This design comes from an exercise in tuning for small area and a short achievable clock period on the open sky130 flow, not from production work. Function was not checked in any run shown here: the RTL went through the layout flow alone.

==> flow/design.v (outline; a module is shown in full before it is edited, if it fits) <==
// module top: 1376 lines
module top (
  input         clk,
  input         rst,
  input  [31:0] a,
  input  [31:0] b,
  output [67:0] y
);
  // ...
==> flow/run.sh <==
#!/bin/bash
# synth_recipe.tcl (not shown) runs the flow's synth.tcl, then flattens the netlist and writes it again
# the make line also repeats each setting of config.mk as NAME=value (left out here)
make -C /OpenROAD-flow-scripts/flow DESIGN_CONFIG=/design/flow/config.mk WORK_HOME=/design/flow/orfs CLKGATE_MAP_FILE= SYNTH_SCRIPT=/design/flow/synth_recipe.tcl finish
==> flow/config.mk <==
export PLATFORM = sky130hd
export DESIGN_NAME = top
export DESIGN_NICKNAME = top
export VERILOG_FILES = /design/flow/design.v
export SDC_FILE = /design/flow/constraint.sdc
export NUM_CORES = 4
export LEC_CHECK = 0
export CAP_MARGIN = 20
export CORE_MARGIN = 2
export CORE_UTILIZATION = 40
export SLEW_MARGIN = 20
==> flow/constraint.sdc <==
create_clock -name core_clock -period 12.0 [get_ports {clk}]
set_input_delay 2.4000 -clock core_clock [delete_from_list [all_inputs] [get_ports {clk}]]
set_output_delay 2.4000 -clock core_clock [all_outputs]
set_load 0.01 [all_outputs]
==> impl_metrics.env, run 1 <==
export IMPL_status="finished clean"
export IMPL_synth_seq_cells=64
export IMPL_nFlopsAndLatches=64
export IMPL_synth_area_leader_cell="fa_1"
export IMPL_crit_chain="and2_1, fa_1, inv_1, fa_1, fa_1, fa_1, fa_1, fa_1, inv_1, ha_1, o21ai_0, a21oi_1, o21ai_0, a32o_1, a311oi_1, clkdlybuf4s50_1"
export IMPL_fp_dieW_um=208
export IMPL_synth_top_family_by_area="adder cells"
export IMPL_multi_input_area_share_pct=73.7
export IMPL_drtPass1Iterations=5
export IMPL_synth_edf_count=0
export IMPL_synth_warnings=1
export IMPL_cts_root_buffer="clkbuf_16"
export IMPL_tightest_slew_ns=0.845
export IMPL_clk_pin_slew_ns=0.06
export IMPL_drt_total_wl_mm=41.2
export IMPL_cts_htree_levels=3
export IMPL_cp_startpoint="q0[3]$_DFF_P_"
export IMPL_synth_cell_types=63
export IMPL_tap_cells=532
export IMPL_ys_flop_type="dfxtp_1"
export IMPL_synthTopCellsByArea="fa_1 47%, and2_1 9.7%, ha_1 7.5%, inv_1 6.8%, nand2_1 6.5%"
export IMPL_path_delay_family="adder cells"
export IMPL_vias_per_cell=5.13
export IMPL_gp_congestion=0.833
export IMPL_slew_viol_final=0
export IMPL_fin_nets=2416
export IMPL_fin_crit_sh_pct=72.5
export IMPL_clock_sinks=64
export IMPL_fillers=3930
export IMPL_n_all_buffers=134
export IMPL_synth_xor_area_share_pct=2.31
export IMPL_grt_pass1_vias=13562
export IMPL_synth_nets=2343
export IMPL_slowest_delay_ns=0.76
export IMPL_synth_top_area_share_pct=46.6
export IMPL_critPathBufInv=3
==> run 2, diff against run 1 <==
--- a/flow/config.mk
+++ b/flow/config.mk
@@ -9,3 +9,4 @@
 export CORE_MARGIN = 2
 export CORE_UTILIZATION = 40
+export SETUP_SLACK_MARGIN = 5
 export SLEW_MARGIN = 20
==> run 2 against run 1 <==
Maximum frequency rose by 13%. Still clean. Via count is 8.4% higher. Flip-flop and latch count did not move. Critical path depth is 1 higher. Non-clock buffer count grew 179. Area after synthesis unchanged. Sequential share of layout area down 0.31 points. First-iteration DRC count up 16%. Hold slack better by 0.024 ns.
==> impl_metrics.env, run 2 <==
export IMPL_status="finished clean"
export IMPL_cts_htree_levels=3
export IMPL_synthMuxAreaShare_pct=0.128
export IMPL_synth_top_family_by_area="adder cells"
export IMPL_synth_fa_ha_area_share_pct=54.1
export IMPL_ys_flop_type="dfxtp_1"
export IMPL_worstSetupPathType="flop to output port"
export IMPL_synth_compound_area_share_pct=6.89
export IMPL_cts_buffer_depth=2
export IMPL_antennaDiodeCount=0
export IMPL_synth_seq_cells=64
export IMPL_final_cell_count_no_fill=2578
export IMPL_vias_per_cell=5.18
export IMPL_path_max_fanout=6
export IMPL_layout_common_cells="330 x fa_1, 272 x inv_1, 271 x nand2_1, 244 x and2_1, 138 x buf_4"
export IMPL_antenna_found_initial=0
export IMPL_tightest_slew_ns=0.461
export IMPL_setup_violations=0
export IMPL_core_area_sq_um=41000
export IMPL_clock_sinks=64
export IMPL_hold_buffers=0
export IMPL_fin_nets=2595
export IMPL_timing_fmax_ghz=0.130
export IMPL_relSlewSlack_pct=69.3
export IMPL_synth_warnings=1
export IMPL_synth_xor_area_share_pct=2.31
export IMPL_die_area_sq_um=43300
export IMPL_boundaryPins=134
export IMPL_cts_buffers=9
export IMPL_area_growth_pct=29.5
export IMPL_cp_end_kind="output port"
export IMPL_portBuffers=133
export IMPL_fp_row_count=74
export IMPL_grt_pass1_wl_mm=77.6
export IMPL_die_h_um=208
export IMPL_track_usage_pct=22.6
export IMPL_worstPathArrival_ns=5.30
export IMPL_ant_nets=0
export IMPL_drc=0
export IMPL_cts_root_buffer="clkbuf_16"
export IMPL_rsz0062_at_grt="yes"
export IMPL_synthTopCellsByArea="fa_1 47%, and2_1 9.7%, ha_1 7.5%, inv_1 6.8%, nand2_1 6.5%"
export IMPL_synth_cells=1789
export IMPL_grt_ovfl_total=0
export IMPL_gp_congestion=0.855
export IMPL_slew_viol_final=0
export IMPL_synth_top_area_share_pct=46.6
export IMPL_yosys_area_share_simple_pct=19.5
export IMPL_worstPathRequired_ns=9.60
export IMPL_wl_per_cell_um=18.3
export IMPL_stdcell_area_sq_um=21600
export IMPL_synth_cell_types=63
export IMPL_fp_dieW_um=208
export IMPL_maxCapViolations=0
export IMPL_final_hold_violation_count=0
export IMPL_synth_nets=2343
export IMPL_synth_area_leader_cell="fa_1"
export IMPL_synth_edf_count=0
export IMPL_drt_total_wl_mm=47.2
export IMPL_crit_path_start_kind="flop"
export IMPL_synth_commonest_cells="388 x fa_1, 300 x inv_1, 287 x nand2_1"
export IMPL_initial_core_util_pct=40.6
export IMPL_synthMostInstantiatedCell="fa_1"
export IMPL_grt_max_degree=33
export IMPL_drtPass1Iterations=5
export IMPL_clk_pin_slew_ns=0.07
export IMPL_fin_crit_sh_pct=64.1
export IMPL_setup_tns_ns=0
export IMPL_layout_drive_gt1_share_pct=27.5
export IMPL_hold_path_class="primary input to asynchronous set/reset pin"
export IMPL_drtIter0Drc=693
export IMPL_yosysSeqAreaShare_pct=8.65
export IMPL_grt_pass1_vias=15011
export IMPL_mostFrequentLayoutCell="fa_1"
export IMPL_post_route_min_period_ns=7.70
export IMPL_place_area_sq_um=18500
export IMPL_syn_area_per_cell_sq_um=9.31
export IMPL_async_flop_share_pct=50.0
export IMPL_hpwl_mm=34.3
export IMPL_via_count=13352
export IMPL_dp_cells=2383
export IMPL_fillers=3701
export IMPL_syn_area_sq_um=16700
export IMPL_tritoncts="yes"
==> run 2: stage by stage <==
stage               setup WS (ns)  util (%)  hold WS [ns]
floorplan                    4.76         -          2.43
global placement             3.95      45.1          2.82
detailed placement           3.87      45.1          2.85
CTS                          4.27      51.2          2.46
global route                 4.15      52.6          2.46
finish                       4.30      52.6          2.46
==> run 2: final cells by class <==
cell class	instances	area, sq um	area share [%]
multi-input cells	1353	15200	70.3
repair buffers	313	2700	12.5
flip-flops and latches	64	1590	7.38
inverters	300	1130	5.23
well taps	532	666	3.08
clock buffers	9	225	1.04
clock inverters	7	103	0.475
==> run 2: path summary, 6_finish.rpt <==
path | start | endpoint | slack (ns) | cells after the start
worst min-delay path | rst | p0[0]$_DFF_PP0_ | 2.46 | 3
max in group asynchronous | rst | p3[5]$_DFF_PP0_ | 9.15 | 3
worst max-delay path | p2[2]$_DFF_PP0_ | y[65] | 4.30 | 17
min in group core_clock | b[19] | q2[3]$_DFF_P_ | 2.47 | 1
==> run 2: cells by family (layout without fill, tap and decap cells) <==
family | after synthesis | in the layout
buf+inv | 372 | 629
flops | 64 | 64
fa+ha+maj | 488 | 488
mux | 2 | 2
compound gates | 170 | 170
xor+xnor | 44 | 44
simple gates | 649 | 649
==> run 2: critical path: stages (launching register included) <==
cell and delay [ns]:
dfrtp_2 0.46, buf_6 0.14, and2_4 0.13, ha_4 0.24, fa_1 0.50, inv_1 0.05
fa_2 0.35, fa_2 0.40, fa_2 0.59, fa_1 0.43, inv_1 0.12, ha_4 0.23
buf_4 0.14, nand2_1 0.10, o211ai_2 0.11, a221o_1 0.32, or4b_4 0.50, buf_6 0.14
==> run 2: routing by layer <==
metal	track usage [%]	vias up	part of all wire (%)
li1	-	5933	-
met1	28.4	6990	41
met2	41.1	369	52
met3	3.80	60	5.3
met4	4.34	0	1.7
met5	0	-	0
==> run 2: what timing repair did <==
item,CTS,global route
gates resized for setup,477,120
setup endpoints to repair,47,45
setup buffers,144,35
cloned,0,0
pin swaps,142,95

static timing again, ports no longer ideal:
In the flow no input, the clock included, has a driving cell. The finished layouts below were timed again as built, in two steps.
Step 1 (the two cells are an assumption about what drives the block):
set clk [get_ports {clk}]
set_driving_cell -lib_cell sky130_fd_sc_hd__clkbuf_16 $clk
set_driving_cell -lib_cell sky130_fd_sc_hd__buf_2 [delete_from_list [all_inputs] $clk]
Step 2, shift: input delay + t, output delay - t, t = (earliest + latest rising clock arrival at the registers) / 2. This alone moves slack from input paths to output paths.
Three values: ideal ports, drivers, drivers and shift; two values: the first two.
run	shift t [ns]	slack for setup (ns)	worst slew at a driven data input, ns
run 1	0.400	3.296 / 3.247 / 3.648	0.05
run 2	0.396	4.302 / 4.254 / 4.650	0.06
After both steps setup and hold are still met in every run listed.
